Context: an optimization exercise on an open-source flow, tuned for small area and a short achievable clock period. The choices shown serve that exercise and are no tape-out recipe.
In this exercise RTL edits were held to simulation tests only and were not proved equivalent to the original.
Power and IR drop assume default switching activity.

[standard.sh]
#!/bin/bash
# synth_recipe.tcl (not shown) runs the flow's synth.tcl, then flattens the netlist and writes it again
# the make line also repeats each setting of config.mk as NAME=value (left out here)
make -C /OpenROAD-flow-scripts/flow DESIGN_CONFIG=/design/flow/config.mk WORK_HOME=/design/flow/orfs CLKGATE_MAP_FILE= SYNTH_SCRIPT=/design/flow/synth_recipe.tcl "${@:-finish}"
[constraint.sdc]
create_clock -name core_clock -period 8.0 [get_ports {clock}]
set_input_delay 1.6000 -clock core_clock [delete_from_list [all_inputs] [get_ports {clock}]]
set_output_delay 1.6000 -clock core_clock [all_outputs]
set_load 0.01 [all_outputs]
[flow/dont_use.txt]
sky130_fd_sc_hd__probe_p_8 sky130_fd_sc_hd__probec_p_8 sky130_fd_sc_hd__lpflow_bleeder_1 sky130_fd_sc_hd__lpflow_clkbufkapwr_1 sky130_fd_sc_hd__lpflow_clkbufkapwr_16 sky130_fd_sc_hd__lpflow_clkbufkapwr_2 sky130_fd_sc_hd__lpflow_clkbufkapwr_4 sky130_fd_sc_hd__lpflow_clkbufkapwr_8 sky130_fd_sc_hd__lpflow_clkinvkapwr_1 sky130_fd_sc_hd__lpflow_clkinvkapwr_16 sky130_fd_sc_hd__lpflow_clkinvkapwr_2 sky130_fd_sc_hd__lpflow_clkinvkapwr_4 sky130_fd_sc_hd__lpflow_clkinvkapwr_8 sky130_fd_sc_hd__lpflow_decapkapwr_12 sky130_fd_sc_hd__lpflow_decapkapwr_3 sky130_fd_sc_hd__lpflow_decapkapwr_4 sky130_fd_sc_hd__lpflow_decapkapwr_6 sky130_fd_sc_hd__lpflow_decapkapwr_8 sky130_fd_sc_hd__lpflow_inputiso0n_1 sky130_fd_sc_hd__lpflow_inputiso0p_1 sky130_fd_sc_hd__lpflow_inputiso1n_1 sky130_fd_sc_hd__lpflow_inputiso1p_1 sky130_fd_sc_hd__lpflow_inputisolatch_1 sky130_fd_sc_hd__lpflow_isobufsrc_1 sky130_fd_sc_hd__lpflow_isobufsrc_16 sky130_fd_sc_hd__lpflow_isobufsrc_2 sky130_fd_sc_hd__lpflow_isobufsrc_4 sky130_fd_sc_hd__lpflow_isobufsrc_8 sky130_fd_sc_hd__lpflow_isobufsrckapwr_16 sky130_fd_sc_hd__lpflow_lsbuf_lh_hl_isowell_tap_1 sky130_fd_sc_hd__lpflow_lsbuf_lh_hl_isowell_tap_2 sky130_fd_sc_hd__lpflow_lsbuf_lh_hl_isowell_tap_4 sky130_fd_sc_hd__lpflow_lsbuf_lh_isowell_4 sky130_fd_sc_hd__lpflow_lsbuf_lh_isowell_tap_1 sky130_fd_sc_hd__lpflow_lsbuf_lh_isowell_tap_2 sky130_fd_sc_hd__lpflow_lsbuf_lh_isowell_tap_4 sky130_fd_sc_hd__clkdlybuf4s15_1 sky130_fd_sc_hd__clkdlybuf4s15_2 sky130_fd_sc_hd__clkdlybuf4s18_1 sky130_fd_sc_hd__clkdlybuf4s18_2 sky130_fd_sc_hd__clkdlybuf4s25_1 sky130_fd_sc_hd__clkdlybuf4s25_2 sky130_fd_sc_hd__clkdlybuf4s50_1 sky130_fd_sc_hd__clkdlybuf4s50_2 sky130_fd_sc_hd__dlygate4sd1_1 sky130_fd_sc_hd__dlygate4sd2_1 sky130_fd_sc_hd__dlygate4sd3_1 sky130_fd_sc_hd__dlymetal6s2s_1 sky130_fd_sc_hd__dlymetal6s4s_1 sky130_fd_sc_hd__dlymetal6s6s_1
[config.mk]
export PLATFORM = sky130hd
export DESIGN_NAME = MIPS_cpu
export DESIGN_NICKNAME = MIPS_cpu
export VERILOG_FILES = /design/flow/design.v
export SDC_FILE = /design/flow/constraint.sdc
export NUM_CORES = 8
export LEC_CHECK = 0
export CAP_MARGIN = 30
export CORE_MARGIN = 2
export CORE_UTILIZATION = 45
export CTS_CLUSTER_DIAMETER = 100
export CTS_CLUSTER_SIZE = 20
export SETUP_SLACK_MARGIN = 5
export SLEW_MARGIN = 30
export SYNTH_HIERARCHICAL = 1
[design.v]
`timescale 1ns / 1ps
module MIPS_cpu(
    input clock,
    input reset,
    output [31:0] imem_addr,
    input [31:0] imem_rdata,
    output [31:0] dmem_addr,
    output [31:0] dmem_wdata,
    output dmem_we,
    input [31:0] dmem_rdata,
    output wb_en,
    output [4:0] wb_addr,
    output [31:0] wb_data
    );
    reg  [31:0] pc;           
    reg  [31:0] pc_d;         
    reg  [31:0] ir;           
    reg  [31:0] sel_a, sel_b;  
    reg  [31:0] ones;         
    integer n;
    always @(*) begin
        ones = {pc[30:0], 1'b1};
        for (n = 1; n < 32; n = n * 2)
            ones = ones & ((ones << n) | ((32'd1 << n) - 32'd1));
    end
    wire [31:0] pc_inc = pc ^ ones;
    wire [31:0] pc_next;
    reg  [31:0] a_q, b_q;     
    reg  [4:0]  k_q;          
    reg         x_rw, x_we, x_ld, x_add, x_slt, x_cg;
    reg  [3:0]  x_tt;         
    reg         x_shl, x_shr, x_slc, x_src;
    reg         x_bz, x_bnz, x_jmp, x_jmr;
    reg  [4:0]  x_wa;
    reg         carry_q;
    reg         cin_q;        
    reg         wb_en_q;
    reg  [4:0]  wb_addr_q;
    reg  [31:0] wb_data_q;
    assign imem_addr  = pc;
    assign dmem_addr  = a_q;
    assign dmem_wdata = b_q;
    assign dmem_we    = x_we;
    assign wb_en      = wb_en_q;
    assign wb_addr    = wb_addr_q;
    assign wb_data    = wb_data_q;
    function [31:0] onehot(input [4:0] r);
        reg byp;
        integer k;
        begin
            byp = x_rw & (x_wa != 5'd0) & (x_wa == r);
            for (k = 1; k < 32; k = k + 1)
                onehot[k-1] = (r == k) & ~byp;
            onehot[31] = byp;
        end
    endfunction
    always @(posedge clock) begin
        if (reset) begin
            pc <= 32'd0;
            ir <= 32'd0;
            sel_a <= 32'd0;
            sel_b <= 32'd0;
        end else begin
            pc <= pc_next;
            ir <= imem_rdata;
            sel_a <= onehot(imem_rdata[19:15]);
            sel_b <= onehot(imem_rdata[14:10]);
        end
        pc_d <= pc_inc;
    end
    wire [6:0]  op  = ir[31:25];
    wire [4:0]  fd  = ir[24:20];
    wire [14:0] imm = ir[14:0];
    wire o_st   = op == 7'd1;
    wire o_add  = op == 7'd2;
    wire o_sub  = op == 7'd5;
    wire o_jml  = op == 7'd7;
    wire o_and  = op == 7'd8;
    wire o_or   = op == 7'd10;
    wire o_xor  = op == 7'd12;
    wire o_bz   = op == 7'd32;
    wire o_ld   = op == 7'd33;
    wire o_adi  = op == 7'd34;
    wire o_adci = op == 7'd35;
    wire o_sbi  = op == 7'd37;
    wire o_ani  = op == 7'd40;
    wire o_ori  = op == 7'd42;
    wire o_xri  = op == 7'd44;
    wire o_not  = op == 7'd46;
    wire o_lsl  = op == 7'd48;
    wire o_lsr  = op == 7'd49;
    wire o_shlc = op == 7'd50;
    wire o_shrc = op == 7'd51;
    wire o_mov  = op == 7'd64;
    wire o_jmp  = op == 7'd68;
    wire o_siu  = op == 7'd69;
    wire o_bnz  = op == 7'd96;
    wire o_jmr  = op == 7'd97;
    wire o_aiu  = op == 7'd98;
    wire o_slt  = op == 7'd101;
    wire o_pcst = op == 7'd127;
    wire d_and = o_and | o_ani;
    wire d_or  = o_or  | o_ori;
    wire d_xor = o_xor | o_xri;
    wire d_pass = o_mov | o_jml;
    wire d_rw  = o_add | o_sub | o_jml | d_and | d_or | d_xor | o_ld | o_adi |
                 o_adci | o_sbi | o_not | o_lsl | o_lsr | o_shlc | o_shrc |
                 o_mov | o_siu | o_aiu | o_slt | o_pcst;
    wire use_pc  = o_jml;
    wire use_tgt = o_jml | o_pcst | o_bz | o_bnz | o_jmp;
    wire imm_se  = o_jml | o_pcst | o_bz | o_bnz | o_jmp | o_adi | o_adci | o_sbi;
    wire use_imm = imm_se | o_ani | o_ori | o_xri | o_siu | o_aiu;
    wire inv_b   = o_sub | o_sbi | o_siu | o_slt;
    wire [31:0] immx = {{17{imm_se & imm[14]}}, imm};
    wire        use_rb  = ~use_tgt & ~use_imm;
    wire [31:0] ra_n, rb_n;
    MIPS_registerFile rf(clock, reset, sel_a, sel_b, wb_en_q, wb_addr_q, wb_data_q, ra_n, rb_n);
    wire [31:0] ra_v = ~ra_n;
    wire [31:0] rb_v = ~rb_n;
    wire [4:0] sh = imm[4:0];
    wire [31:0] tgt = pc_d + {{17{imm[14]}}, imm};
    wire [31:0] b_other = use_tgt ? tgt : immx ^ {32{inv_b}};
    always @(posedge clock) begin
        a_q  <= use_pc ? pc_d : ra_v;
        b_q  <= use_rb ? rb_v ^ {32{inv_b}} : b_other;
        k_q  <= o_lsl ? sh : o_lsr ? (5'd0 - sh) : o_shlc ? 5'd1 : 5'd31;
        x_wa <= fd;
        if (reset) begin
            {x_rw, x_we, x_ld, x_add, x_slt, x_cg} <= 6'd0;
            x_tt <= 4'd0;
            {x_shl, x_shr, x_slc, x_src} <= 4'd0;
            {x_bz, x_bnz, x_jmp, x_jmr} <= 4'd0;
        end else begin
            x_rw  <= d_rw;
            x_we  <= o_st;
            x_ld  <= o_ld;
            x_add <= o_add | o_sub | o_adi | o_adci | o_sbi | o_siu | o_aiu;
            x_slt <= o_slt;
            x_cg  <= o_add | o_adi | o_adci | o_aiu;
            x_tt  <= {d_and | d_or | d_pass | o_pcst, d_or | d_xor | d_pass, d_or | d_xor | o_not | o_pcst, o_not};
            x_shl <= o_lsl;
            x_shr <= o_lsr;
            x_slc <= o_shlc;
            x_src <= o_shrc;
            x_bz  <= o_bz;
            x_bnz <= o_bnz;
            x_jmp <= o_jmp | o_jml;
            x_jmr <= o_jmr;
        end
    end
    wire cin = cin_q;
    wire [33:0] s34 = {a_q[31], a_q, 1'b1} + {b_q[31], b_q, cin};
    wire [31:0] sum = s34[32:1];
    wire        le  = s34[33];    
    reg [31:0] lres;
    integer i;
    always @(*)
        for (i = 0; i < 32; i = i + 1)
            lres[i] = x_tt[{a_q[i], b_q[i]}];
    wire [31:0] r1  = k_q[0] ? {a_q[30:0], a_q[31]}    : a_q;
    wire [31:0] r2  = k_q[1] ? {r1[29:0],  r1[31:30]}  : r1;
    wire [31:0] r4  = k_q[2] ? {r2[27:0],  r2[31:28]}  : r2;
    wire [31:0] r8  = k_q[3] ? {r4[23:0],  r4[31:24]}  : r4;
    wire [31:0] rot = k_q[4] ? {r8[15:0],  r8[31:16]}  : r8;
    wire kz = k_q == 5'd0;
    reg [31:0] mask;
    always @(*)
        for (i = 0; i < 32; i = i + 1)
            mask[i] = x_shl ? (i >= k_q) : x_shr ? (kz | (i < k_q)) : (x_slc | x_src);
    wire [31:0] shm = rot & mask;
    wire [31:0] shres = {x_src ? carry_q : shm[31], shm[30:1], x_slc ? carry_q : shm[0]};
    wire x_sh = x_shl | x_shr | x_slc | x_src;
    wire [31:0] res_other = lres | ({32{x_sh}} & shres) | {31'd0, x_slt & le};
    wire cout = (x_cg & (a_q[31] | b_q[31]) & ~sum[31]) |
                (((x_shl | x_slc) & rot[0]) | ((x_shr | x_src) & rot[31])) & ~kz;
    wire z = ~|a_q;
    wire [31:0] wbd = x_add ? sum : x_ld ? dmem_rdata : res_other;
    wire taken = x_jmp | (x_bz & z) | (x_bnz & ~z);
    assign pc_next = taken ? b_q : x_jmr ? a_q : pc_inc;
    always @(posedge clock) begin
        carry_q   <= cout;
        cin_q     <= (o_sub | o_sbi | o_siu) | (o_adci & cout);
        wb_addr_q <= x_wa;
        wb_data_q <= wbd;
        if (reset)
            wb_en_q <= 1'b0;
        else
            wb_en_q <= x_rw;
    end
endmodule
`timescale 1ns / 1ps
module MIPS_registerFile(
    input clk,
    input reset,
    input [31:0] selA,
    input [31:0] selB,
    input load_enable,
    input [4:0] dest_select,
    input [31:0] reg_data,
    output [31:0] operandA_n,
    output [31:0] operandB_n
    );
    wire [31:0] wdata = reg_data & {32{~reset}};
    wire [31:0] regs [1:31];
    genvar i, b;
    generate
        for (i = 1; i < 32; i = i + 1) begin : r
            reg [31:0] q;
            always @(posedge clk)
                if (reset | (load_enable & (dest_select == i)))
                    q <= wdata;
            assign regs[i] = q;
        end
    endgenerate
    generate
        for (b = 0; b < 32; b = b + 1) begin : rd
            wire [31:0] col;
            for (i = 1; i < 32; i = i + 1) begin : c
                assign col[i-1] = regs[i][b];
            end
            assign col[31] = reg_data[b];
            rf_read32 pa(col, selA, operandA_n[b]);
            rf_read32 pb(col, selB, operandB_n[b]);
        end
    endgenerate
endmodule
module rf_read32(input [31:0] d, input [31:0] s, output yn);
    wire [10:0] n;
    genvar k;
    generate
        for (k = 0; k < 10; k = k + 1) begin : g
            rf_aoi222 a(d[3*k], s[3*k], d[3*k+1], s[3*k+1], d[3*k+2], s[3*k+2], n[k]);
        end
    endgenerate
    rf_aoi22 l(d[30], s[30], d[31], s[31], n[10]);
    wire o1, o2, o3;
    rf_nand4 x1(n[0], n[1], n[2], n[3], o1);
    rf_nand4 x2(n[4], n[5], n[6], n[7], o2);
    rf_nand3 x3(n[8], n[9], n[10], o3);
    rf_nor3  x4(o1, o2, o3, yn);
endmodule
module rf_aoi222(input a1, input a2, input b1, input b2, input c1, input c2, output y);
    assign y = ~((a1 & a2) | (b1 & b2) | (c1 & c2));
endmodule
module rf_aoi22(input a1, input a2, input b1, input b2, output y);
    assign y = ~((a1 & a2) | (b1 & b2));
endmodule
module rf_nand4(input a, input b, input c, input d, output y);
    assign y = ~(a & b & c & d);
endmodule
module rf_nand3(input a, input b, input c, output y);
    assign y = ~(a & b & c);
endmodule
module rf_nor3(input a, input b, input c, output y);
    assign y = ~(a | b | c);
endmodule
[flow/run.sh]
#!/bin/bash
# Layout flow: the standard flow (standard.sh), run in two parts.
#  1. synthesis, unchanged;
#  2. floorplan to final layout with the delay cells (dlygate*, clkdlybuf*,
#     dlymetal*) added to the platform's don't-use list, so that port
#     buffers and repair buffers are plain buffers that timing repair can
#     resize.
# Each part's full output goes to its own log file here.
set -euo pipefail
DU="$(cat flow/dont_use.txt)"
bash standard.sh synth > synth.log 2>&1
bash standard.sh "DONT_USE_CELLS=$DU" finish > layout.log 2>&1
==> metrics.yaml, run 1 <==
sta:
  fin_crit_sh_pct: 38.9
  hold_viol_final: 0
  setup_viol: 0
  max_slew.worst_pin.slew_ns: 1.12
  drv_slew: 0
  finalCriticalPeriod_ns: 3.11
  max_slew_margin_pct: 25.5
  worst_hold_slack_ns: 0.333
  tns_ns: 0
  setup_ws_ns: 4.89
  max_freq_mhz: 321
  clock-skew-final_ns: 0.0449
  rsz0062_at_grt: "true"
cts:
  htreeDepth: 3
  root_buffer: "clkbuf_16"
  path_clk_slew_ns: 0.08
  cts_tree: "done"
  clock_sinks: 1279
  insertion_delay_ns: 0.70
  cts_buffers: 74
  cts.path.max_buffers: 3
  hold_buffers: 0
final_layout:
  multi_input_area_mm2: 0.0213
  nets: 4595
  final_cells: 6167
  layout-drive-gt1-share_pct: 17.2
  final_area_mm2: 0.0638
  fillers: 10695
  regArea_mm2: 0.0359
  final_util_pct: 50.9
  syn2layout_area_growth_pct: 12.4
synth:
  synth_edf_count: 992
  synth.net_count: 4237
  synth_most_common_cell: "edfxtp_1"
  yosys_register_bits: 1279
  synthesis.area_mm2: 0.0567
  yosysTopAreaCell: "edfxtp_1"
  ys_dominant_reg_cell: "edfxtp_1"
  ys_types: 91
  yosys_warnings: 8
  yosysSeqAreaShare_pct: 62.6
  synth_area_per_cell_um2: 13.8
  ys_top_cells_by_count: "edfxtp_1 (992), a222oi_1 (640), dfxtp_1 (287)"
  synth_async_sr_flop_share_pct: 0
  syn_inst: 4103
  synth_area_leaders: "edfxtp_1 (52%), a222oi_1 (11%), dfxtp_1 (10%), mux4_2 (2.5%), nand2_1 (1.8%)"
  synth_top_area_share_pct: 52.5
drt:
  vias: 45216
  vias_per_cell: 7.33
  firstDrtPassIters: 14
  drtIter0Drc: 10225
  drt_wl_total_um: 228000
  ant_nets: 0
  routedWlPerCell_um: 36.9
  drc_errors: 0
min_path:
  hp-class: "flop to flop"
floorplan:
  coreArea_mm2: 0.125
  initial_core_util_pct: 45.2
  boundaryPins: 201
  die_h_um: 359
  num_rows: 130
  fp.dieW_um: 359
  dieArea_mm2: 0.129
global_routing:
  grt_pass1_vias: 41521
  grt_max_degree: 92
  grt_pass1_wl_um: 313000
  antenna_found_initial: 19
  grt_overflow: 0
  grtUsageTotal_pct: 33.8
placed_design:
  dp.cells: 5950
  io_buffers: 200
  placed_area_mm2: 0.0601
  place.gp.congestion: 0.976
  dp_hpwl_um: 151000
  place_ws_ns: 3.07
power:
  p_comb_share_pct: 9.6
  power_frac_seq_pct: 60.2
  p_per_area_mw_per_mm2: 207
  irDropWorstVdd_mv: 0.152
  power.switching_mw: 3.50
  p_total_mw: 13.2
  p_clk_share_pct: 30.3
  p_int_mw: 9.73
  p_leak_nw: 21.8
  p_sw_share_pct: 26.4
worst_setup_path:
  start_kind: "primary input"
  path_class: "primary input to flop"
  crit_arrival_ns: 3.71
  cp-end-kind: "flop"
  crit_required_ns: 8.60
  worstPathMaxFanout: 46
run:
  cap_viol_max_count: 0
outcome:
  status: "no timing/DRC/antenna violations"
[cell usage in the layout (no fill, tap or decap), types with 29 or more instances in the layout]
master	count
xor2_1	38
clkbuf_1	45
a22oi_2	64
dfxtp_4	74
o21ai_0	125
a211oi_1	39
dfxtp_1	154
inv_1	46
mux2i_1	65
nor2_1	208
edfxtp_1	992
xnor2_1	80
nor3_1	39
buf_1	234
ha_1	58
dfxtp_2	59
mux4_2	64
buf_4	29
clkbuf_16	76
a21oi_1	163
nand2b_1	37
nor3_2	66
nand3_1	101
buf_2	106
nand4_1	140
a222oi_1	640
nand2_1	264
nor2b_1	46
[sequential cells by signal, indices dropped and copies added, names as in the netlist, 4 cells and up]
signal	flops
a_q	32
b_q	32
ir	27
k_q	5
pc	32
pc_d	32
rf.r.q	992
sel_a	32
sel_b	32
wb_addr_q	5
wb_data_q	32
x_tt	4
x_wa	5
[modules after synthesis, one instance, submodules excluded, excerpt]
module | copies in the design | area (um2)
MIPS_registerFile | 1 | 30400
rf_nand3 | 64 | 5.00
rf_nand4 | 128 | 6.26
rf_aoi22 | 64 | 12.5
rf_nor3 | 64 | 10.0
MIPS_cpu | 1 | 17400
[final timing paths]
check,start,slack (ns),depth (start not counted),end
hold reg to reg,ir[22],0.33,0,x_wa[2]
hold / removal,ir[22],0.33,0,x_wa[2]
setup reg to reg,a_q[1],4.98,9,wb_data_q[10]
setup / recovery,reset,4.89,6,sel_b[27]
[layout make-up]
cell class | instances | area share [%]
repair buffers | 413 | 3.34
flip-flops and latches | 1279 | 56.3
clock inverters | 7 | 0.157
well taps | 1650 | 3.24
clock buffers | 121 | 3.23
diodes | 4 | 0.0157
inverters | 49 | 0.300
repair inverters | 1 | 0.00785
multi-input cells | 2643 | 33.4
[worst max-delay path, cell delays in order]
cell	delay, ns
clkbuf_8	0.28
buf_16	0.26
nor2b_2	0.73
nand3_1	0.18
or2_2	0.33
nor3_1	0.15
[power groups by stage]
stage / Clock (mW) / Sequential, mW / Combinational (mW)
6_report: 4.00 / 7.96 / 1.26
2_1_floorplan: 0 / 7.89 / 0.669
4_1_cts: 4.02 / 7.93 / 1.21
5_1_grt: 4.26 / 7.98 / 1.33
3_3_place_gp: 0 / 8.07 / 1.13
3_5_place_dp: 0 / 8.08 / 1.14
[metal layers]
metal | part of all wire, % | GRT usage, %
met4 | 6.3 | 18.8
met5 | 0.046 | 0.333
met2 | 42 | 48.9
met1 | 38 | 46.9
met3 | 14 | 7.94
[cells by family (layout without fill, tap and decap cells)]
group	count (synthesis)	count (layout)	share of synthesized area, %
flip-flops	1279	1279	62.6
AO/OA/AOI/OAI	1241	1250	18.6
AND/OR/NAND/NOR	1051	1051	9.83
buffers and inverters	190	591	1.36
multiplexers	154	154	4.19
XOR/XNOR	120	120	1.87
adder cells (fa/ha/maj)	68	68	1.53
other	0	4	0
[what timing repair did]
item	in CTS	in global routing
pin swaps	11	17
endpoints found under the setup margin	1548	238
gates resized for setup	302	78
cloned	8	3
setup buffers	37	33
==> inputs of run 2 (changes only) <==
--- a/design.v
+++ b/design.v
@@ -58,13 +58,12 @@
         if (reset) begin
             pc <= 32'd0;
-            ir <= 32'd0;
-            sel_a <= 32'd0;
-            sel_b <= 32'd0;
+            ir[31:25] <= 7'd0;
         end else begin
             pc <= pc_next;
-            ir <= imem_rdata;
-            sel_a <= onehot(imem_rdata[19:15]);
-            sel_b <= onehot(imem_rdata[14:10]);
-        end
+            ir[31:25] <= imem_rdata[31:25];
+        end
+        ir[24:0] <= imem_rdata[24:0];
+        sel_a <= onehot(imem_rdata[19:15]);
+        sel_b <= onehot(imem_rdata[14:10]);
         pc_d <= pc_inc;
     end
--- a/config.mk
+++ b/config.mk
@@ -8,5 +8,5 @@
 export CAP_MARGIN = 30
 export CORE_MARGIN = 2
-export CORE_UTILIZATION = 45
+export CORE_UTILIZATION = 55
 export CTS_CLUSTER_DIAMETER = 100
 export CTS_CLUSTER_SIZE = 20
==> run 2 against run 1 <==
Net effect: routed wire length increased by 0.20%; still clean on timing, DRC and antenna; combinational power increased by 51%; largest cell class unchanged; sequential cell count unchanged; clock skew decreased by 0.011 ns; critical endpoint is now a_q[24]; largest power group unchanged; die area decreased by 19%; synthesized cell count decreased by 2.5%.
==> metrics.yaml, run 2 <==
power:
  irDropWorstVdd_mv: 0.174  # was 0.152 mV
  p_per_area_mw_per_mm2: 221  # was 207 mW/mm2
  p_leak_nw: 21.9  # was 21.8 nW
sta:
  tns_ns: 0  # unchanged
  max_freq_mhz: 328  # was 321 MHz
  max_slew_margin_pct: 26.3  # was 25.5%
  finalCriticalPeriod_ns: 3.05  # was 3.11 ns
  rsz0062_at_grt: "true"  # unchanged
  hold_viol_final: 0  # unchanged
  fin_crit_sh_pct: 38.2  # was 38.9%
  setup_ws_ns: 4.95  # was 4.89 ns
  setup_viol: 0  # unchanged
  clock-skew-final_ns: 0.0338  # was 0.0449 ns
  max_slew.worst_pin.slew_ns: 1.10  # was 1.12 ns
  drv_slew: 0  # unchanged
floorplan:
  coreArea_mm2: 0.102  # was 0.125 mm2
  dieArea_mm2: 0.105  # was 0.129 mm2
  die_h_um: 324  # was 359 um
  boundaryPins: 201  # unchanged
  num_rows: 117  # was 130
  initial_core_util_pct: 55.3  # was 45.2%
  fp.dieW_um: 324  # was 359 um
worst_setup_path:
  crit_required_ns: 8.55  # was 8.60 ns
  cp_slowest_cell: "nand4_1"  # was nor2b_2
  worstReg2RegStart: "sel_a[3]"  # was a_q[1]
  cp-end-kind: "flop"  # unchanged
  worstPathMaxFanout: 17  # was 46
  ff2ff_path_depth: 5  # was 9
  r2r_slack_ns: 4.95  # was 4.98 ns
  crit_arrival_ns: 3.60  # was 3.71 ns
  r2r-end: "a_q[24]"  # was wb_data_q[10]
  start_kind: "flop"  # was primary input
  cpPeakStageDelay_ns: 0.89  # was 0.73 ns
  path_class: "flop to flop"  # was primary input to flop
  path_cells: "buf_2, a222oi_1, nand4_1, nor3_2, o21ai_0"  # was clkbuf_8, buf_16, nor2b_2, nand3_1, or2_2, nor3_1
min_path:
  hp-class: "flop to flop"  # unchanged
  hp-start: "ir[21]"  # was ir[22]
  worst_hold_path.endpoint: "x_wa[1]"  # was x_wa[2]
  hold_depth: 0  # unchanged
drt:
  drc_errors: 0  # unchanged
  drtIter0Drc: 9782  # was 10,225
  drt_wl_total_um: 228000  # about the same
  routedWlPerCell_um: 39.2  # was 36.9 um
  vias_per_cell: 7.69  # was 7.33
  firstDrtPassIters: 13  # was 14
  ant_nets: 0  # unchanged
  vias: 44820  # was 45,216
global_routing:
  grt_pass1_wl_um: 312000  # was 313,000 um
  grt_overflow: 0  # unchanged
  grt_max_degree: 47  # was 92
  grtUsageTotal_pct: 42.5  # was 33.8%
  antenna_found_initial: 15  # was 19
  grt_pass1_vias: 41399  # was 41,521
cts:
  cts_buffers: 75  # was 74
  path_clk_slew_ns: 0.08  # about the same
  cts_tree: "done"  # unchanged
  htreeDepth: 3  # unchanged
  clock_sinks: 1279  # unchanged
  root_buffer: "clkbuf_16"  # unchanged
  insertion_delay_ns: 0.69  # was 0.70 ns
  cts.path.max_buffers: 3  # unchanged
synth:
  yosys_warnings: 8  # unchanged
  synth_area_leaders: "edfxtp_1 (53%), a222oi_1 (11%), dfxtp_1 (10%), mux4_2 (2.0%), mux2i_1 (1.8%)"  # was edfxtp_1 (52%), a222oi_1 (11%), dfxtp_1 (10%), mux4_2 (2.5%), nand2_1 (1.8%)
  synth_top_area_share_pct: 53.0  # was 52.5%
  yosys_register_bits: 1279  # unchanged
  synth.net_count: 4133  # was 4,237
  synth_edf_count: 992  # unchanged
  synth_most_common_cell: "edfxtp_1"  # unchanged
  ys_top_cells_by_count: "edfxtp_1 (992), a222oi_1 (640), dfxtp_1 (287)"  # unchanged
  yosysTopAreaCell: "edfxtp_1"  # unchanged
  syn_inst: 3999  # was 4,103
  yosysSeqAreaShare_pct: 63.2  # was 62.6%
  synth_area_per_cell_um2: 14.1  # was 13.8 um2
  synthesis.area_mm2: 0.0562  # was 0.0567 mm2
  ys_types: 88  # was 91
  synth_async_sr_flop_share_pct: 0  # unchanged
  ys_dominant_reg_cell: "edfxtp_1"  # unchanged
final_layout:
  nets: 4536  # was 4,595
  top_register: "rf.r.q"  # unchanged
  multi_input_area_mm2: 0.0210  # was 0.0213 mm2
  fillers: 7949  # was 10,695
  layout-drive-gt1-share_pct: 18.3  # was 17.2%
  final_area_mm2: 0.0636  # was 0.0638 mm2
  regArea_mm2: 0.0358  # was 0.0359 mm2
  largest_reg_flops: 992  # unchanged
  final_common_cell: "edfxtp_1"  # unchanged
  final_cell_mix: "edfxtp_1 (992), a222oi_1 (640), buf_1 (239)"  # was edfxtp_1 (992), a222oi_1 (640), nand2_1 (264)
  syn2layout_area_growth_pct: 13.1  # was 12.4%
placed_design:
  dp_hpwl_um: 156000  # was 151,000 um
  io_buffers: 200  # unchanged
  place_ws_ns: 3.06  # was 3.07 ns
  place.gp.congestion: 0.999  # was 0.976
  placed_area_mm2: 0.0596  # was 0.0601 mm2
run:
  cap_viol_max_count: 0  # unchanged
outcome:
  status: "no timing/DRC/antenna violations"  # unchanged
[run 2: changes by cell type after synthesis, moves of 10 or more]
| cell | delta |
|---|---|
| nand2b_1 | -17 |
| mux2_2 | +13 |
| xnor2_1 | -10 |
| mux2i_1 | +34 |
| nor2b_1 | -31 |
| nand2_1 | -66 |
| xor2_1 | +19 |
| a21oi_1 | -38 |
| a211oi_1 | -21 |
| o21ai_1 | +14 |
| o21ai_0 | +12 |
| inv_1 | -10 |
| mux4_2 | -15 |
| clkbuf_1 | -14 |
[run 2: per-stage QoR]
stage	total power, mW	hold slack, ns	util, %	cells
2_1_floorplan	8.94	0.310	-	3999
3_3_place_gp	9.81	0.311	58.2	5575
3_5_place_dp	9.86	0.312	58.6	5589
4_1_cts	13.9	0.331	61.8	5765
5_1_grt	14.3	0.337	62.6	5822
6_report	14.0	0.331	62.6	5828
[run 2: Yosys stat by module (local to each module, per instance), a selection]
module | flops+latches | cells inside
MIPS_cpu | 287 | 1953
MIPS_registerFile | 992 | 1086
rf_aoi222 | 0 | 1
rf_nand3 | 0 | 1
rf_nor3 | 0 | 1
rf_aoi22 | 0 | 1
rf_nand4 | 0 | 1
[run 2: worst max-delay path by stage]
stage                           endpoint    startpoint  slack, ns
final                            a_q[24]      sel_a[3]       4.95
after global placement    rf.r[31].q[23]         reset       3.08
after floorplan            rf.r[26].q[0]  wb_addr_q[3]       4.42
after detailed placement   rf.r[15].q[7]         reset       3.06
after CTS                        b_q[28]         ir[0]       4.94
after global routing               cin_q        b_q[0]       4.91
[run 2: per-layer routing]
metal,share of wire (%),global-route usage (%)
met1,35,54.3
met2,43,63.3
met3,14,12.3
met4,7.9,28.0
met5,0.10,0
[run 2: what timing repair did]
action                                   CTS  global route
pin swaps                                 26            29
endpoints found under the setup margin  1318           244
gates resized for setup                  311           146
buffers inserted                          44            54
hold buffers                               0             0
gates cloned                               3             1
[run 2: logic make-up (layout without fill, tap and decap cells)]
| logic type | after synthesis | count (layout) | synth area share (%) |
|---|---|---|---|
| compound gates | 1230 | 1232 | 18.6 |
| xor+xnor | 128 | 128 | 1.99 |
| fa+ha+maj | 69 | 69 | 1.56 |
| buf+inv | 170 | 623 | 1.27 |
| flops | 1279 | 1279 | 63.2 |
| mux | 189 | 189 | 4.55 |
| other cells | 0 | 6 | 0 |
| simple gates | 934 | 934 | 8.82 |
[run 2: power by group]
| part | switching (mW) | total (mW) | internal [mW] |
|---|---|---|---|
| registers | 0.456 | 8.06 | 7.60 |
| logic | 1.27 | 1.90 | 0.636 |
| clock network | 2.25 | 4.08 | 1.83 |
| total | 3.98 | 14.0 | 10.1 |
[run 2: worst max-delay path, delay by kind of cell (launching register included)]
kind / cells / cell delay (ns)
and+or+nand+nor: 2 / 1.46
buffers and inverters: 1 / 0.37
DFF: 1 / 0.51
AOI/OAI and AO/OA: 2 / 0.54
[run 2: layout make-up]
class | instances | share of cell area, %
diodes | 6 | 0.0236
clock inverters | 10 | 0.246
inverters | 43 | 0.270
clock buffers | 119 | 3.26
repair buffers | 450 | 4.13
repair inverters | 1 | 0.00787
flip-flops and latches | 1279 | 56.4
well taps | 1368 | 2.69
multi-input cells | 2552 | 33.0
==> inputs of run 3 (changes only) <==
--- a/config.mk
+++ b/config.mk
@@ -8,7 +8,8 @@
 export CAP_MARGIN = 30
 export CORE_MARGIN = 2
-export CORE_UTILIZATION = 55
+export CORE_UTILIZATION = 45
 export CTS_CLUSTER_DIAMETER = 100
 export CTS_CLUSTER_SIZE = 20
+export PLACE_DENSITY = 0.75
 export SETUP_SLACK_MARGIN = 5
 export SLEW_MARGIN = 30
==> run 3 against run 2 <==
Net effect: still clean; sequential power increased by 0.7%; utilization down 12 points; final area shrank 0.76%; sequential share of layout area is 0.47 points higher; critical path depth increased by 3; sequential cell count did not move; clock skew increased by 0.020 ns; worst hold slack better by 0.00059 ns; routed wire length fell by 6.1%; worst setup slack lost 0.14 ns; power down 1.2%; critical endpoint is now b_q[25].
==> metrics.yaml, run 3 <==
synth:
  synth_top_area_share_pct: 53.0  # unchanged
  syn_inst: 3999  # unchanged
  synth_async_sr_flop_share_pct: 0  # unchanged
  synth_edf_count: 992  # unchanged
  synthesis.area_mm2: 0.0562  # unchanged
  yosys_register_bits: 1279  # unchanged
  ys_dominant_reg_cell: "edfxtp_1"  # unchanged
  synth.net_count: 4133  # unchanged
  synth_area_leaders: "edfxtp_1 (53%), a222oi_1 (11%), dfxtp_1 (10%), mux4_2 (2.0%), mux2i_1 (1.8%)"  # unchanged
  synth_most_common_cell: "edfxtp_1"  # unchanged
  synth_area_per_cell_um2: 14.1  # unchanged
  yosysTopAreaCell: "edfxtp_1"  # unchanged
  ys_top_cells_by_count: "edfxtp_1 (992), a222oi_1 (640), dfxtp_1 (287)"  # unchanged
  ys_types: 88  # unchanged
  yosysSeqAreaShare_pct: 63.2  # unchanged
  yosys_warnings: 8  # unchanged
worst_setup_path:
  crit_required_ns: 8.52  # was 8.55 ns
  worstPathMaxFanout: 17  # unchanged
  path_class: "flop to flop"  # unchanged
  start_kind: "flop"  # unchanged
  cp-end-kind: "flop"  # unchanged
  crit_arrival_ns: 3.72  # was 3.60 ns
  cpPeakStageDelay_ns: 0.59  # was 0.89 ns
  cp_slowest_cell: "nor3_4"  # was nand4_1
  path_cells: "buf_4, a222oi_1, nand4_1, nor3_4, xor2_1, o21ai_0, nor2_1, o311ai_0"  # was buf_2, a222oi_1, nand4_1, nor3_2, o21ai_0
floorplan:
  num_rows: 129  # was 117
  fp.dieW_um: 357  # was 324 um
  initial_core_util_pct: 45.4  # was 55.3%
  coreArea_mm2: 0.124  # was 0.102 mm2
  die_h_um: 357  # was 324 um
  dieArea_mm2: 0.128  # was 0.105 mm2
  boundaryPins: 201  # unchanged
cts:
  cts_tree: "done"  # unchanged
  htreeDepth: 3  # unchanged
  clock_sinks: 1279  # unchanged
  insertion_delay_ns: 0.70  # was 0.69 ns
  root_buffer: "clkbuf_16"  # unchanged
  cts.path.max_buffers: 3  # unchanged
  path_clk_slew_ns: 0.09  # was 0.08 ns
  cts_buffers: 74  # was 75
drt:
  vias: 45070  # was 44,820
  routedWlPerCell_um: 35.7  # was 39.2 um
  ant_nets: 0  # unchanged
  drtIter0Drc: 11489  # was 9,782
  drc_errors: 0  # unchanged
  firstDrtPassIters: 17  # was 13
  drt_wl_total_um: 214000  # was 228,000 um
  vias_per_cell: 7.50  # was 7.69
sta:
  rsz0062_at_grt: "true"  # unchanged
  setup_viol: 0  # unchanged
  worst_hold_slack_ns: 0.331  # about the same
  fin_crit_sh_pct: 40.0  # was 38.2%
  max_freq_mhz: 313  # was 328 MHz
  drv_slew: 0  # unchanged
  tns_ns: 0  # unchanged
  finalCriticalPeriod_ns: 3.20  # was 3.05 ns
  clock-skew-final_ns: 0.0537  # was 0.0338 ns
  max_slew_margin_pct: 25.4  # was 26.3%
  max_slew.worst_pin.slew_ns: 1.12  # was 1.10 ns
  hold_viol_final: 0  # unchanged
global_routing:
  antenna_found_initial: 17  # was 15
  grt_pass1_wl_um: 299000  # was 312,000 um
  grt_max_degree: 61  # was 47
  grt_overflow: 0  # unchanged
  grtUsageTotal_pct: 32.3  # was 42.5%
  grt_pass1_vias: 42034  # was 41,399
run:
  cap_viol_max_count: 0  # unchanged
power:
  power_frac_seq_pct: 58.6  # was 57.4%
  p_clk_share_pct: 28.7  # was 29.1%
  p_comb_share_pct: 12.7  # was 13.6%
  irDropWorstVdd_mv: 0.185  # was 0.174 mV
  p_sw_share_pct: 28.0  # was 28.3%
  p_per_area_mw_per_mm2: 220  # was 221 mW/mm2
  p_total_mw: 13.9  # was 14.0 mW
  p_leak_nw: 21.5  # was 21.9 nW
  power.switching_mw: 3.89  # was 3.98 mW
  p_int_mw: 9.98  # was 10.1 mW
placed_design:
  placed_area_mm2: 0.0598  # was 0.0596 mm2
  dp_hpwl_um: 147000  # was 156,000 um
  place.gp.congestion: 1.04  # was 0.999
  io_buffers: 200  # unchanged
final_layout:
  final_util_pct: 51.0  # was 62.6%
  final_cell_mix: "edfxtp_1 (992), a222oi_1 (640), buf_1 (234)"  # was edfxtp_1 (992), a222oi_1 (640), buf_1 (239)
  top_register: "rf.r.q"  # unchanged
  layout-drive-gt1-share_pct: 16.2  # was 18.3%
  final_common_cell: "edfxtp_1"  # unchanged
  final_area_mm2: 0.0631  # was 0.0636 mm2
  syn2layout_area_growth_pct: 12.2  # was 13.1%
  largest_reg_flops: 992  # unchanged
  nets: 4466  # was 4,536
min_path:
  hp-class: "flop to flop"  # unchanged
outcome:
  status: "no timing/DRC/antenna violations"  # unchanged
==> run 3: cell counts after synthesis <==
No cell type changed its count.
==> run 3: repair_timing <==
action / in CTS / in global routing
cloned: 1 / 0
pin swaps: 14 / 13
setup endpoints to repair: 1400 / 131
buffers inserted: 25 / 15
hold buffers: 0 / 0
gates resized for setup: 265 / 77
==> run 3: Yosys stat by module, one instance, submodules excluded, excerpt <==
module | flip-flops and latches | times used | area [um2]
rf_aoi222 | 0 | 640 | 10.0
rf_nand4 | 0 | 128 | 6.26
MIPS_registerFile | 992 | 1 | 30400
rf_nand3 | 0 | 64 | 5.00
rf_nor3 | 0 | 64 | 10.0
rf_aoi22 | 0 | 64 | 12.5
MIPS_cpu | 287 | 1 | 16800
==> run 3: path summary, 6_finish.rpt <==
path | start | to | slack [ns] | cells after the start
hold reg to reg | ir[20] | x_wa[0] | 0.33 | 0
hold / removal | ir[20] | x_wa[0] | 0.33 | 0
setup reg to reg | sel_b[15] | b_q[25] | 4.80 | 8
setup / recovery | sel_b[15] | b_q[25] | 4.80 | 8
==> run 3: critical path, delay by kind of cell (launching register included) <==
kind	cells	cell delay, ns
simple gates	3	1.26
xor+xnor	1	0.18
flops	1	0.50
buf+inv	1	0.31
compound gates	3	0.75
==> run 3: final cells by class <==
class / instances / area, um2
Clock buffer: 108 / 2020
Tap cell: 1637 / 2050
Timing Repair Buffer: 383 / 2080
Multi-Input combinational cell: 2551 / 20800
Clock inverter: 6 / 133
Fill cell: 10322 / 60700
Antenna cell: 2 / 5.00
Sequential cell: 1279 / 35900
Inverter: 43 / 168
==> run 3: per-layer routing <==
| layer | vias up | share of wire [%] | wire length (um) | track usage, % |
|---|---|---|---|---|
| met5 | - | 0.12 | 258 | 0 |
| met2 | 4346 | 43 | 91200 | 48.4 |
| met4 | 24 | 8.0 | 17200 | 19.2 |
| met3 | 831 | 17 | 35900 | 11.8 |
| li1 | 18038 | - | - | - |
| met1 | 21831 | 33 | 69900 | 40.1 |
==> run 3: logic make-up after synthesis <==
| group | synth area share [%] |
|---|---|
| XOR/XNOR | 1.99 |
| multiplexers | 4.55 |
| flip-flops | 63.2 |
| adder cells (fa/ha/maj) | 1.56 |
| AO/OA/AOI/OAI | 18.6 |
| AND/OR/NAND/NOR | 8.82 |
| buffers and inverters | 1.27 |
==> run 3: power by group through the flow <==
stage | Clock [mW] | Combinational (mW) | Sequential (mW)
final | 3.98 | 1.76 | 8.12
after global routing | 4.20 | 1.83 | 8.14
after CTS | 3.97 | 1.66 | 8.08
after detailed placement | 0 | 1.60 | 8.22
after global placement | 0 | 1.55 | 8.19
after floorplan | 0 | 0.926 | 8.02
==> run 3: metrics by stage <==
stage,instances,setup slack (ns)
after floorplan,3999,4.42
after global placement,5830,2.99
after detailed placement,5849,3.14
after CTS,5989,4.96
after global routing,6008,4.88
final,6009,4.80
==> inputs of run 4 (changes only) <==
--- a/config.mk
+++ b/config.mk
@@ -11,5 +11,5 @@
 export CTS_CLUSTER_DIAMETER = 100
 export CTS_CLUSTER_SIZE = 20
-export PLACE_DENSITY = 0.75
+export PLACE_DENSITY = 0.5
 export SETUP_SLACK_MARGIN = 5
 export SLEW_MARGIN = 30
==> run 4 against run 3 <==
Net effect: sequential share of layout area fell by 0.21 points; non-clock buffer count rose by 40; routed wire length rose by 11%; largest power group unchanged; sequential cell count did not move; clock power rose by 4%; sequential power barely moved; clock skew fell by 0.0013 ns.
==> metrics.yaml, run 4 <==
outcome:
  status: "no timing/DRC/antenna violations"  # unchanged
floorplan:
  initial_core_util_pct: 45.4  # unchanged
  fp.dieW_um: 357  # unchanged
  coreArea_mm2: 0.124  # unchanged
  num_rows: 129  # unchanged
  boundaryPins: 201  # unchanged
  die_h_um: 357  # unchanged
  dieArea_mm2: 0.128  # unchanged
global_routing:
  grt_pass1_wl_um: 326000  # was 299,000 um
  grtUsageTotal_pct: 36.6  # was 32.3%
  grt_max_degree: 44  # was 61
  grt_overflow: 0  # unchanged
  grt_pass1_vias: 41196  # was 42,034
  antenna_found_initial: 19  # was 17
  use_met2_pct: 55.9  # was 48.4%
  use_met1_pct: 48.2  # was 40.1%
  grt_use_met3_pct: 8.12  # was 11.8%
  top_usage_layer: "met2"  # unchanged
final_layout:
  final_cell_mix: "edfxtp_1 (992), a222oi_1 (640), buf_1 (235)"  # was edfxtp_1 (992), a222oi_1 (640), buf_1 (234)
  fillers: 10810  # was 10,322
  nets: 4507  # was 4,466
  syn2layout_area_growth_pct: 12.9  # was 12.2%
  top_register: "rf.r.q"  # unchanged
  final_util_pct: 51.3  # was 51.0%
  multi_input_area_mm2: 0.0209  # was 0.0208 mm2
  largest_reg_flops: 992  # unchanged
  layout-drive-gt1-share_pct: 18.4  # was 16.2%
  final_common_cell: "edfxtp_1"  # unchanged
  regArea_mm2: 0.0360  # was 0.0359 mm2
sta:
  max_slew_margin_pct: 25.4  # about the same
  clock-skew-final_ns: 0.0524  # was 0.0537 ns
  tns_ns: 0  # unchanged
  drv_slew: 0  # unchanged
  finalCriticalPeriod_ns: 3.12  # was 3.20 ns
  max_freq_mhz: 320  # was 313 MHz
  setup_viol: 0  # unchanged
  fin_crit_sh_pct: 39.0  # was 40.0%
  hold_viol_final: 0  # unchanged
  rsz0062_at_grt: "true"  # unchanged
  max_slew.worst_pin.slew_ns: 1.11  # was 1.12 ns
synth:
  yosys_register_bits: 1279  # unchanged
  syn_inst: 3999  # unchanged
  synth_area_leaders: "edfxtp_1 (53%), a222oi_1 (11%), dfxtp_1 (10%), mux4_2 (2.0%), mux2i_1 (1.8%)"  # unchanged
  ys_types: 88  # unchanged
  synth.net_count: 4133  # unchanged
  synth_area_per_cell_um2: 14.1  # unchanged
  ys_top_cells_by_count: "edfxtp_1 (992), a222oi_1 (640), dfxtp_1 (287)"  # unchanged
  synth_async_sr_flop_share_pct: 0  # unchanged
  ys_dominant_reg_cell: "edfxtp_1"  # unchanged
  yosysTopAreaCell: "edfxtp_1"  # unchanged
  synth_edf_count: 992  # unchanged
  synth_top_area_share_pct: 53.0  # unchanged
  yosys_warnings: 8  # unchanged
  synthesis.area_mm2: 0.0562  # unchanged
  yosysSeqAreaShare_pct: 63.2  # unchanged
  synth_most_common_cell: "edfxtp_1"  # unchanged
cts:
  htreeDepth: 3  # unchanged
  cts_buffers: 75  # was 74
  clock_sinks: 1279  # unchanged
  root_buffer: "clkbuf_16"  # unchanged
  path_clk_slew_ns: 0.08  # was 0.09 ns
  cts_tree: "done"  # unchanged
  insertion_delay_ns: 0.74  # was 0.70 ns
  cts.path.max_buffers: 3  # unchanged
power:
  p_total_mw: 14.0  # was 13.9 mW
  irDropWorstVdd_mv: 0.175  # was 0.185 mV
  p_per_area_mw_per_mm2: 220  # about the same
  p_leak_nw: 21.7  # was 21.5 nW
placed_design:
  dp_hpwl_um: 165000  # was 147,000 um
  io_buffers: 200  # unchanged
  place.gp.congestion: 0.959  # was 1.04
worst_setup_path:
  crit_required_ns: 8.55  # was 8.52 ns
  cp-end-kind: "flop"  # unchanged
  path_class: "flop to flop"  # unchanged
  start_kind: "flop"  # unchanged
  crit_arrival_ns: 3.68  # was 3.72 ns
  worstPathMaxFanout: 18  # was 17
drt:
  vias_per_cell: 7.22  # was 7.50
  routedWlPerCell_um: 39.4  # was 35.7 um
  firstDrtPassIters: 14  # was 17
  drc_errors: 0  # unchanged
  vias: 43759  # was 45,070
  drt_wl_total_um: 239000  # was 214,000 um
  ant_nets: 0  # unchanged
  drtIter0Drc: 8691  # was 11,489
run:
  cap_viol_max_count: 0  # unchanged
min_path:
  hp-class: "flop to flop"  # unchanged
[run 4: cell counts after synthesis]
No cell type changed its count.
[run 4: final cells by class]
cell class	count	area share (%)
Multi-Input combinational cell	2551	32.9
Timing Repair Buffer	423	3.52
Clock inverter	8	0.219
Sequential cell	1279	56.6
Inverter	43	0.274
Tap cell	1637	3.23
Antenna cell	4	0.0158
Clock buffer	114	3.22
[run 4: final timing paths]
path | from | endpoint | slack (ns) | cells past startpoint
worst max register to register | sel_a[15] | a_q[0] | 4.88 | 5
worst min-delay path | ir[20] | x_wa[0] | 0.33 | 0
worst min register to register | ir[20] | x_wa[0] | 0.33 | 0
worst max-delay path | sel_a[15] | a_q[0] | 4.88 | 5
[run 4: per-stage QoR]
step                hold slack [ns]  instances  area (um2)  worst slack, ns
global route                  0.338       6055       63500             4.81
global placement              0.310       5833       59400             3.18
detailed placement            0.313       5842       59700             3.11
CTS                           0.333       6044       63200             4.90
floorplan                     0.310       3999       56300             4.42
finish                        0.331       6059       63500             4.88
[run 4: cells by family after synthesis]
| kind of cell | count (synthesis) | share of synthesized area (%) |
|---|---|---|
| xor gates and xnor gates | 128 | 1.99 |
| adders and majority gates | 69 | 1.56 |
| AOI/OAI and AO/OA | 1230 | 18.6 |
| muxes | 189 | 4.55 |
| DFF | 1279 | 63.2 |
| and+or+nand+nor | 934 | 8.82 |
| buffers and inverters | 170 | 1.27 |
[run 4: report_power, final]
part | internal, mW | switching (mW)
Clock | 1.83 | 2.29
Combinational | 0.585 | 1.17
Sequential | 7.60 | 0.515
Total | 10.0 | 3.98
[run 4: per-layer routing]
layer  vias to the layer above  share of wire [%]
li1                      18150                  -
met1                     22333                 38
met2                      2790                 44
met3                       476                 11
met4                        10                6.7
met5                         -              0.026
[run 4: critical path: stages (launching register included)]
cell	delay, ns
dfxtp_1	0.59
buf_2	0.49
a222oi_1	0.78
nand4_1	0.48
nor3_2	0.34
o21ai_0	0.23
[run 4: per-module statistics from Yosys, one instance, submodules excluded, excerpt]
module	area, um2	copies in the design	flip-flops and latches	cells inside
MIPS_cpu	16800	1	287	1953
MIPS_registerFile	30400	1	992	1086
rf_aoi22	12.5	64	0	1
rf_aoi222	10.0	640	0	1
rf_nand3	5.00	64	0	1
rf_nand4	6.26	128	0	1
rf_nor3	10.0	64	0	1
[run 4: what timing repair did]
| action | CTS | global route |
|---|---|---|
| setup buffers | 79 | 10 |
| pin swaps | 35 | 23 |
| gates cloned | 1 | 0 |
| hold buffers | 0 | 0 |
| gates resized for setup | 363 | 87 |
| setup endpoints to repair | 1050 | 203 |
==> inputs of run 5 (changes only) <==
--- a/config.mk
+++ b/config.mk
@@ -11,5 +11,4 @@
 export CTS_CLUSTER_DIAMETER = 100
 export CTS_CLUSTER_SIZE = 20
-export PLACE_DENSITY = 0.5
 export SETUP_SLACK_MARGIN = 5
 export SLEW_MARGIN = 30
==> run 5 against run 4 <==
Net effect: still clean on timing, DRC and antenna; final area is 0.44% lower; die area stayed put; utilization is 0.23 points lower; worst hold slack worse by 0.00053 ns; synthesized cell count stayed put; clock power is 1% lower; register-to-register slack better by 0.07 ns; worst setup slack better by 0.072 ns; sequential power is 0.7% lower; critical path type unchanged; highest routed layer unchanged.
==> metrics.yaml, run 5 <==
drt:
  firstDrtPassIters: 14  # unchanged
  drc_errors: 0  # unchanged
  drt_wl_total_um: 224000  # was 239,000 um
  vias: 43980  # was 43,759
  routedWlPerCell_um: 37.0  # was 39.4 um
  ant_nets: 0  # unchanged
  drtIter0Drc: 9705  # was 8,691
  vias_per_cell: 7.26  # was 7.22
synth:
  synthesis.area_mm2: 0.0562  # unchanged
  yosys_warnings: 8  # unchanged
  ys_top_cells_by_count: "edfxtp_1 (992), a222oi_1 (640), dfxtp_1 (287)"  # unchanged
  yosysTopAreaCell: "edfxtp_1"  # unchanged
  synth_area_leaders: "edfxtp_1 (53%), a222oi_1 (11%), dfxtp_1 (10%), mux4_2 (2.0%), mux2i_1 (1.8%)"  # unchanged
  synth_most_common_cell: "edfxtp_1"  # unchanged
  syn_inst: 3999  # unchanged
  ys_dominant_reg_cell: "edfxtp_1"  # unchanged
  yosys_register_bits: 1279  # unchanged
  yosysSeqAreaShare_pct: 63.2  # unchanged
  synth.net_count: 4133  # unchanged
  ys_types: 88  # unchanged
  synth_edf_count: 992  # unchanged
  synth_top_area_share_pct: 53.0  # unchanged
  synth_async_sr_flop_share_pct: 0  # unchanged
  synth_area_per_cell_um2: 14.1  # unchanged
worst_setup_path:
  worstReg2RegStart: "sel_b[17]"  # was sel_a[15]
  crit_required_ns: 8.59  # was 8.55 ns
  cp_slowest_cell: "dfxtp_1"  # was a222oi_1
  path_cells: "clkbuf_4, a222oi_1, nand4_1, nor3_4, xnor2_1, nor2_1, a211oi_1"  # was buf_2, a222oi_1, nand4_1, nor3_2, o21ai_0
  cpPeakStageDelay_ns: 0.61  # was 0.78 ns
  crit_path_start: "sel_b[17]"  # was sel_a[15]
  crit_arrival_ns: 3.64  # was 3.68 ns
  start_kind: "flop"  # unchanged
  path_class: "flop to flop"  # unchanged
  worstPathMaxFanout: 17  # was 18
  cp-end-kind: "flop"  # unchanged
cts:
  cts_tree: "done"  # unchanged
  cts_buffers: 75  # unchanged
  cts.path.max_buffers: 3  # unchanged
  htreeDepth: 3  # unchanged
  clock_sinks: 1279  # unchanged
  root_buffer: "clkbuf_16"  # unchanged
  insertion_delay_ns: 0.70  # was 0.74 ns
  hold_buffers: 0  # unchanged
  path_clk_slew_ns: 0.08  # about the same
power:
  p_clk_share_pct: 29.1  # was 29.5%
  power_frac_seq_pct: 57.8  # was 58.0%
  p_comb_share_pct: 13.1  # was 12.5%
  p_int_mw: 10.0  # about the same
  irDropWorstVdd_mv: 0.161  # was 0.175 mV
  power.switching_mw: 3.91  # was 3.98 mW
  p_leak_nw: 21.6  # was 21.7 nW
  p_per_area_mw_per_mm2: 220  # about the same
  p_sw_share_pct: 28.1  # was 28.4%
global_routing:
  grtUsageTotal_pct: 33.8  # was 36.6%
  antenna_found_initial: 11  # was 19
  grt_pass1_vias: 41503  # was 41,196
  grt_pass1_wl_um: 308000  # was 326,000 um
  grt_max_degree: 65  # was 44
  grt_overflow: 0  # unchanged
sta:
  max_slew_margin_pct: 31.1  # was 25.4%
  clock-skew-final_ns: 0.0355  # was 0.0524 ns
  setup_ws_ns: 4.95  # was 4.88 ns
  worst_hold_slack_ns: 0.331  # about the same
  drv_slew: 0  # unchanged
  setup_viol: 0  # unchanged
  finalCriticalPeriod_ns: 3.05  # was 3.12 ns
  tns_ns: 0  # unchanged
  hold_viol_final: 0  # unchanged
  fin_crit_sh_pct: 38.1  # was 39.0%
  max_freq_mhz: 328  # was 320 MHz
  rsz0062_at_grt: "true"  # unchanged
  max_slew.worst_pin.slew_ns: 1.03  # was 1.11 ns
placed_design:
  dp_hpwl_um: 154000  # was 165,000 um
  place.gp.congestion: 1.03  # was 0.959
  io_buffers: 200  # unchanged
  place_ws_ns: 3.24  # was 3.11 ns
final_layout:
  syn2layout_area_growth_pct: 12.4  # was 12.9%
  fillers: 10630  # was 10,810
  final_util_pct: 51.1  # was 51.3%
  final_cell_mix: "edfxtp_1 (992), a222oi_1 (640), buf_1 (225)"  # was edfxtp_1 (992), a222oi_1 (640), buf_1 (235)
  largest_reg_flops: 992  # unchanged
  final_common_cell: "edfxtp_1"  # unchanged
  layout-drive-gt1-share_pct: 17.3  # was 18.4%
  top_register: "rf.r.q"  # unchanged
  nets: 4500  # was 4,507
run:
  cap_viol_max_count: 0  # unchanged
floorplan:
  num_rows: 129  # unchanged
  die_h_um: 357  # unchanged
  initial_core_util_pct: 45.4  # unchanged
  boundaryPins: 201  # unchanged
  dieArea_mm2: 0.128  # unchanged
  fp.dieW_um: 357  # unchanged
  coreArea_mm2: 0.124  # unchanged
outcome:
  status: "no timing/DRC/antenna violations"  # unchanged
min_path:
  hp-start: "ir[20]"  # unchanged
  hp-class: "flop to flop"  # unchanged
-- run 5: cell counts after synthesis --
Identical to the previous run, type by type.
-- run 5: logic make-up after synthesis --
| kind of cell | count (synthesis) | synth area share, % |
|---|---|---|
| buffers and inverters | 170 | 1.27 |
| adder cells (fa/ha/maj) | 69 | 1.56 |
| XOR/XNOR | 128 | 1.99 |
| AND/OR/NAND/NOR | 934 | 8.82 |
| AO/OA/AOI/OAI | 1230 | 18.6 |
| multiplexers | 189 | 4.55 |
| flip-flops | 1279 | 63.2 |
-- run 5: worst paths after layout --
check / to / slack (ns) / cells past startpoint
hold reg to reg: x_wa[0] / 0.33 / 0
setup / recovery: b_q[23] / 4.95 / 7
setup reg to reg: b_q[23] / 4.95 / 7
hold / removal: x_wa[0] / 0.33 / 0
-- run 5: cell type report --
cell class | count | area [um2] | share of cell area [%]
Multi-Input combinational cell | 2556 | 20900 | 33.0
Clock inverter | 9 | 109 | 0.172
Timing Repair inverter | 1 | 5.00 | 0.00792
Tap cell | 1637 | 2050 | 3.24
Timing Repair Buffer | 410 | 2110 | 3.34
Inverter | 43 | 171 | 0.271
Sequential cell | 1279 | 35800 | 56.7
Clock buffer | 119 | 2080 | 3.30
Antenna cell | 2 | 5.00 | 0.00792
-- run 5: worst max-delay path: cells and delay by family, from the launching register on --
kind | cells | cell delay, ns
buffers and inverters | 1 | 0.45
AND/OR/NAND/NOR | 3 | 1.01
AO/OA/AOI/OAI | 2 | 0.71
flip-flops | 1 | 0.61
XOR/XNOR | 1 | 0.16
-- run 5: per-layer routing --
| metal | track usage (%) | vias up | share of wire [%] |
|---|---|---|---|
| li1 | - | 18158 | - |
| met1 | 43.0 | 22051 | 36 |
| met2 | 52.5 | 3220 | 45 |
| met3 | 7.80 | 545 | 12 |
| met4 | 21.0 | 6 | 7.2 |
| met5 | 0 | - | 0.018 |
-- run 5: per-module statistics from Yosys, one instance, submodules excluded, a selection --
module | copies in the design | cells
rf_nand4 | 128 | 1
rf_nor3 | 64 | 1
MIPS_registerFile | 1 | 1086
rf_aoi222 | 640 | 1
MIPS_cpu | 1 | 1953
rf_aoi22 | 64 | 1
rf_nand3 | 64 | 1
-- run 5: power groups by stage --
stage	clock (mW)	combinational (mW)	sequential, mW
CTS	4.08	1.73	8.02
finish	4.06	1.82	8.05
floorplan	0	0.926	8.02
detailed placement	0	1.66	8.17
global route	4.31	1.90	8.08
global placement	0	1.63	8.15
-- run 5: what timing repair did --
action / in CTS / in global routing
resized for setup: 295 / 83
gates cloned: 2 / 5
endpoints found under the setup margin: 1028 / 274
buffers inserted: 29 / 27
pin swaps: 13 / 23
-- run 5: metrics by stage --
| step | area, um2 | power [mW] | cells |
|---|---|---|---|
| 2_1_floorplan | 56300 | 8.94 | 3999 |
| 3_3_place_gp | 59500 | 9.79 | 5853 |
| 3_5_place_dp | 59800 | 9.83 | 5863 |
| 4_1_cts | 62800 | 13.8 | 6022 |
| 5_1_grt | 63200 | 14.3 | 6054 |
| 6_report | 63200 | 13.9 | 6056 |
==> inputs of run 6 (changes only) <==
--- a/config.mk
+++ b/config.mk
@@ -6,5 +6,5 @@
 export NUM_CORES = 8
 export LEC_CHECK = 0
-export CAP_MARGIN = 30
+export CAP_MARGIN = 10
 export CORE_MARGIN = 2
 export CORE_UTILIZATION = 45
@@ -12,4 +12,4 @@
 export CTS_CLUSTER_SIZE = 20
 export SETUP_SLACK_MARGIN = 5
-export SLEW_MARGIN = 30
+export SLEW_MARGIN = 10
 export SYNTH_HIERARCHICAL = 1
==> run 6 against run 5 <==
Net effect: global-route usage increased by 0.26 points; first-iteration DRC count decreased by 1.3%; synthesized cell count unchanged; synthesized area unchanged; worst setup slack got worse by 0.13 ns; clock skew decreased by 0.0090 ns; cell count about the same; routed wire length increased by 0.47%; critical path type unchanged.
==> metrics.yaml, run 6 <==
final_layout:
  final_util_pct: 51.0  # was 51.1%
  largest_reg_flops: 992  # unchanged
  final_common_cell: "edfxtp_1"  # unchanged
  regArea_mm2: 0.0358  # about the same
  nets: 4490  # was 4,500
  fillers: 10676  # was 10,630
  top_register: "rf.r.q"  # unchanged
  final_cell_mix: "edfxtp_1 (992), a222oi_1 (640), buf_1 (226)"  # was edfxtp_1 (992), a222oi_1 (640), buf_1 (225)
  layout-drive-gt1-share_pct: 16.9  # was 17.3%
  final_cells: 6051  # was 6,056
  multi_input_area_mm2: 0.0209  # about the same
  syn2layout_area_growth_pct: 12.3  # was 12.4%
synth:
  synth_most_common_cell: "edfxtp_1"  # unchanged
  syn_inst: 3999  # unchanged
  yosys_register_bits: 1279  # unchanged
  synth.net_count: 4133  # unchanged
  synthesis.area_mm2: 0.0562  # unchanged
  synth_top_area_share_pct: 53.0  # unchanged
  yosys_warnings: 8  # unchanged
  yosysSeqAreaShare_pct: 63.2  # unchanged
  ys_top_cells_by_count: "edfxtp_1 (992), a222oi_1 (640), dfxtp_1 (287)"  # unchanged
  yosysTopAreaCell: "edfxtp_1"  # unchanged
  synth_area_per_cell_um2: 14.1  # unchanged
  synth_edf_count: 992  # unchanged
  synth_async_sr_flop_share_pct: 0  # unchanged
  synth_area_leaders: "edfxtp_1 (53%), a222oi_1 (11%), dfxtp_1 (10%), mux4_2 (2.0%), mux2i_1 (1.8%)"  # unchanged
  ys_dominant_reg_cell: "edfxtp_1"  # unchanged
  ys_types: 88  # unchanged
min_path:
  hold_depth: 0  # unchanged
  hp-class: "flop to flop"  # unchanged
cts:
  htreeDepth: 3  # unchanged
  insertion_delay_ns: 0.69  # was 0.70 ns
  cts_buffers: 75  # unchanged
  hold_buffers: 0  # unchanged
  clock_sinks: 1279  # unchanged
  root_buffer: "clkbuf_16"  # unchanged
  path_clk_slew_ns: 0.08  # about the same
  cts_tree: "done"  # unchanged
  cts.path.max_buffers: 3  # unchanged
power:
  irDropWorstVdd_mv: 0.145  # was 0.161 mV
  p_per_area_mw_per_mm2: 221  # was 220 mW/mm2
  p_leak_nw: 21.5  # was 21.6 nW
sta:
  finalCriticalPeriod_ns: 3.18  # was 3.05 ns
  max_slew_margin_pct: 13.5  # was 31.1%
  max_slew.worst_pin.slew_ns: 1.30  # was 1.03 ns
  setup_ws_ns: 4.82  # was 4.95 ns
  clock-skew-final_ns: 0.0265  # was 0.0355 ns
  max_freq_mhz: 314  # was 328 MHz
  hold_viol_final: 0  # unchanged
  rsz0062_at_grt: "true"  # unchanged
  tns_ns: 0  # unchanged
  drv_slew: 0  # unchanged
  fin_crit_sh_pct: 39.8  # was 38.1%
  setup_viol: 0  # unchanged
drt:
  drt_wl_total_um: 225000  # was 224,000 um
  routedWlPerCell_um: 37.2  # was 37.0 um
  drtIter0Drc: 9576  # was 9,705
  ant_nets: 0  # unchanged
  vias_per_cell: 7.32  # was 7.26
  drc_errors: 0  # unchanged
  firstDrtPassIters: 14  # unchanged
  vias: 44299  # was 43,980
worst_setup_path:
  worstPathMaxFanout: 17  # unchanged
  ff2ff_path_depth: 5  # was 7
  path_class: "flop to flop"  # unchanged
  crit_required_ns: 8.53  # was 8.59 ns
  crit_arrival_ns: 3.71  # was 3.64 ns
  cp-end-kind: "flop"  # unchanged
  start_kind: "flop"  # unchanged
run:
  cap_viol_max_count: 0  # unchanged
placed_design:
  place.gp.congestion: 1.03  # unchanged
  dp_hpwl_um: 153000  # was 154,000 um
  dp.cells: 5853  # was 5,863
  place_ws_ns: 3.32  # was 3.24 ns
  io_buffers: 200  # unchanged
global_routing:
  antenna_found_initial: 9  # was 11
  grtUsageTotal_pct: 34.1  # was 33.8%
  grt_pass1_wl_um: 311000  # was 308,000 um
  grt_overflow: 0  # unchanged
  grt_max_degree: 65  # unchanged
  grt_pass1_vias: 41764  # was 41,503
outcome:
  status: "no timing/DRC/antenna violations"  # unchanged
floorplan:
  dieArea_mm2: 0.128  # unchanged
  die_h_um: 357  # unchanged
  initial_core_util_pct: 45.4  # unchanged
  num_rows: 129  # unchanged
  boundaryPins: 201  # unchanged
  coreArea_mm2: 0.124  # unchanged
  fp.dieW_um: 357  # unchanged
run 6: path summary, 6_finish.rpt:
path,startpoint,endpoint,slack [ns]
worst max-delay path,sel_a[17],a_q[24],4.82
worst min-delay path,ir[24],x_wa[4],0.33
worst max register to register,sel_a[17],a_q[24],4.82
worst min register to register,ir[24],x_wa[4],0.33
run 6: per-module statistics from Yosys, one instance, submodules excluded, a selection:
module / copies in the design / flops+latches / cells inside
rf_aoi222: 640 / 0 / 1
rf_aoi22: 64 / 0 / 1
rf_nor3: 64 / 0 / 1
rf_nand4: 128 / 0 / 1
rf_nand3: 64 / 0 / 1
MIPS_registerFile: 1 / 992 / 1086
MIPS_cpu: 1 / 287 / 1953
run 6: power by group:
part / total [mW] / internal [mW] / switching [mW] / leakage (nW)
registers: 8.06 / 7.60 / 0.463 / 12.6
clock network: 4.08 / 1.85 / 2.23 / 1.06
logic: 1.82 / 0.594 / 1.22 / 7.82
total: 14.0 / 10.0 / 3.92 / 21.5
run 6: cell families after synthesis:
family	Yosys count	synth area share, %
compound gates	1230	18.6
xor+xnor	128	1.99
fa+ha+maj	69	1.56
buf+inv	170	1.27
flops	1279	63.2
mux	189	4.55
simple gates	934	8.82
run 6: critical path, stage by stage (launching register included):
cell and delay, ns:
dfxtp_1 0.69, buf_2 0.45, a222oi_1 0.40, nand4_1 0.54, nor3_2 0.75, o21ai_0 0.18
run 6: cell type report:
cell class / count / share of cell area, %
diodes: 4 / 0.0158
clock buffers: 121 / 3.35
clock inverters: 10 / 0.172
inverters: 43 / 0.271
multi-input cells: 2562 / 33.1
flip-flops and latches: 1279 / 56.7
well taps: 1637 / 3.24
repair buffers: 394 / 3.18
repair inverters: 1 / 0.00792
run 6: through the flow:
stage	hold WS, ns	power [mW]	area [um2]
6_report	0.330	14.0	63200
5_1_grt	0.337	14.3	63200
4_1_cts	0.333	13.9	62700
3_5_place_dp	0.314	9.82	59500
3_3_place_gp	0.311	9.79	59500
2_1_floorplan	0.310	8.94	56300
run 6: metal layers:
layer / track usage, % / share of wire [%]
met3: 7.72 / 12
met1: 43.3 / 35
met2: 53.1 / 45
met4: 21.1 / 7.5
met5: 0 / 0.0098
run 6: repair_timing:
item | in CTS | in global routing
pin swaps | 22 | 21
cloned | 6 | 7
resized for setup | 295 | 108
setup buffers | 42 | 5
setup endpoints to repair | 1123 | 308

-- what the ideal ports hide --
No port has a modelled driver above. Below, the same layouts with a new extraction and two added sets of constraints. Step 1 sets driving cells, clkbuf_16 on the clock port and buf_2 on the other inputs (assumed; they add their load-dependent delay and slew). Step 2 times the ports against the registers' clock, not the clock port: input delays grow and output delays shrink by t, the midpoint of the rising clock arrivals with the driver on. Three values: no drivers, after step 1, after step 2; two values: the first two.
run | t (ns) | slack for setup (ns) | worst data-port slew with drivers (ns)
run 1 | 0.753 | 4.888 / 4.918 / 4.179 | 0.13
run 2 | 0.754 | 4.947 / 4.938 / 4.271 | 0.07
run 3 | 0.752 | 4.803 / 4.803 / 4.245 | 0.06
run 4 | 0.793 | 4.876 / 4.876 / 4.318 | 0.10
run 5 | 0.756 | 4.948 / 4.922 / 4.290 | 0.11
run 6 | 0.761 | 4.819 / 4.819 / 4.284 | 0.12
After both steps every run listed still meets setup and hold. The setup slack of run 1, which loses most, moves by +0.030 ns with the drivers and by -0.709 ns with both steps.
